This is an optimization exercise on Yosys and OpenROAD, whose aim is small area and a short achievable clock period, not a production implementation.
In this exercise RTL edits were held to simulation tests only and were not proved equivalent to the original.
Power and IR drop assume default switching activity.

run A:
// riscv_cpu
module riscv_cpu (
  input  logic        clk_i,
  input  logic        rst_i,
  output logic [31:0] instr_addr_o,
  input  logic [31:0] instr_i,
  output logic        mem_req_o,
  output logic        mem_we_o,
  output logic [ 3:0] mem_be_o,
  output logic [31:0] mem_addr_o,
  output logic [31:0] mem_wd_o,
  input  logic [31:0] mem_rd_i,
  input  logic        mem_ready_i,
  input  logic [15:0] irq_req_i,
  output logic [15:0] irq_ret_o
);
Settings: LEC_CHECK=0, CAP_MARGIN=20, CORE_MARGIN=2, CORE_UTILIZATION=40, CTS_BUF_LIST=sky130_fd_sc_hd__clkbuf_8, CTS_CLUSTER_DIAMETER=50, CTS_CLUSTER_SIZE=14, PLACE_DENSITY=0.6, SLEW_MARGIN=20, SYNTH_HIERARCHICAL=1; clock period 26.0 ns.
standard.sh (not shown) runs the stock make flow with config.mk's settings and CLKGATE_MAP_FILE= SYNTH_SCRIPT=/design/flow/synth_recipe.tcl, a recipe that flattens the netlist after the stock synthesis.
==> flow/flow/run.sh <==
#!/bin/bash
# The standard layout (standard.sh), with changes only to how the layout
# is optimised; the clock period, SDC and all constraints are unchanged:
#  * repair_timing aims for extra setup slack, so the flow works on the real
#    critical paths instead of stopping once the 26 ns period is met;
#  * port buffers are plain buffers rather than clock-delay cells.
# If the routed layout is left with an antenna violation, the layout is made
# once more with a slightly different placement density.
set -o pipefail
export SETUP_SLACK_MARGIN=12
export BUFFER_PORTS_ARGS="-buffer_cell sky130_fd_sc_hd__buf_2"

bash standard.sh > standard.log 2>&1
status=$?

ant=orfs/reports/sky130hd/riscv_cpu/base/drt_antennas.log
if [[ $status -ne 0 || ! -f out/final.def ]] || grep -q VIOLATED "$ant" 2>/dev/null; then
  echo "first layout unusable (status $status); retrying" > retry.log
  mv orfs orfs_try1
  mv standard.log standard_try1.log
  rm -f out/final.def
  sed -E 's/PLACE_DENSITY=0.6 /PLACE_DENSITY=0.62 /' standard.sh > standard_retry.sh
  bash standard_retry.sh > standard.log 2>&1
fi
Run A did not stop at any stage, and its layout met the timing, design-rule and antenna checks.
#### Input delta (run B over run A)
diff --git a/flow/flow/run.sh b/flow/flow/run.sh
--- a/flow/flow/run.sh
+++ b/flow/flow/run.sh
@@ -8,5 +8,5 @@
 # once more with a slightly different placement density.
 set -o pipefail
-export SETUP_SLACK_MARGIN=12
+export SETUP_SLACK_MARGIN=11
 export BUFFER_PORTS_ARGS="-buffer_cell sky130_fd_sc_hd__buf_2"
 
Compared to run A, run B has worst hold slack 0.021 ns lower.
What run A reported for clock tree buffer count of the final layout has to be multiplied by 0.924 to get the figure for run B.
Run B has worst-case vdd ir drop below what run A had.
Fmax: run B below run A
Run B falls short of run A in least setup slack across all paths after layout.
Min final clock skew across run A and run B: run A
Input-level comparison between run C and run B:
diff --git a/flow/flow/run.sh b/flow/flow/run.sh
--- a/flow/flow/run.sh
+++ b/flow/flow/run.sh
@@ -8,5 +8,5 @@
 # once more with a slightly different placement density.
 set -o pipefail
-export SETUP_SLACK_MARGIN=11
+export SETUP_SLACK_MARGIN=11.5
 export BUFFER_PORTS_ARGS="-buffer_cell sky130_fd_sc_hd__buf_2"
 
[summary]
Total power density per cell area sits lower in run C than in run B. Side by side, sequential fraction of design power turned out lower in run C than in run B. Run C: post-layout minimum cycle time is 0.42 ns lower than what run B reported. Comparing run C and run B, power share of the clock group is lower on run C. In run C relative to run B, post-layout net count had gone up slightly. Diff run B -> run C | fraction of area in registers | decrease of 1.2 points. Between run C and run B, it is run C whose wire length of the first global-routing pass is higher, by about 0.46%. Summary of run C over run B: count of instances resized after the clock tree is built rose 280%, met3 routing resource usage after global routing fell 0.18 points, global-route usage rose 0.19 points.
--- input diff run C..run D ---
Settings: a change of CAP_MARGIN from 20 to 5; a change of SLEW_MARGIN from 20 to 5.
[summary]
In the flow results for run D and run C, the power is smaller on run C.
Setup slack of the critical path after layout in run D vs run C: up 0.0066 ns
Run D -> run C: XOR/XNOR share of the synthesized area delta 0, exact match
Comparing run D and run C, the higher internal portion of total power was measured on run D.
Against run C, run D reports a part of the total power dissipated in combinational logic that is lower.
Number of detailed-routing iterations run before antenna repair: run D vs run C up 1
Ran to the end and failed final checks on capacitance limit, slew limit: run D.
Looking at run D and run C, the clock transition at the register clock pins on the worst setup and hold paths after CTS is a wash.
Taking run C as the reference point, the count of vias placed by the detailed router of run D falls by 0.64%.
As of run D, total length of routed wires had fallen slightly compared to run C.
Final cell area excluding filler cells went down slightly going from run C to run D.

[re-timing with driven ports]
The flow's constraints put no driver on any port. The routed layouts listed below were extracted and timed again, unchanged, in two steps. Step 1, drivers: a clkbuf_16 drives clk_i and a buf_2 each remaining input, both assumed. Step 2 also shifts input and output timing later by t, the mid clock arrival at the registers, as if the neighbouring blocks saw the same clock. a / b / c = ideal / step 1 / step 2; a / b = the first two.
run	t (ns)	slack for setup (ns)	latest minus earliest clock arrival (ns)	worst slew at a driven data input, ns
run A	1.041	11.608 / 11.405 / 11.067	0.103 / 0.104	0.25
run B	0.980	10.936 / 10.860 / 10.860	0.120 / 0.121	0.10
run C	0.984	11.360 / 11.283 / 10.993	0.126 / 0.125	0.11
run D	0.981	11.367 / 11.292 / 10.853	0.087 / 0.088	0.11
For run A, which loses most, drivers alone change the setup slack by -0.203 ns; drivers and shift together by -0.541 ns.
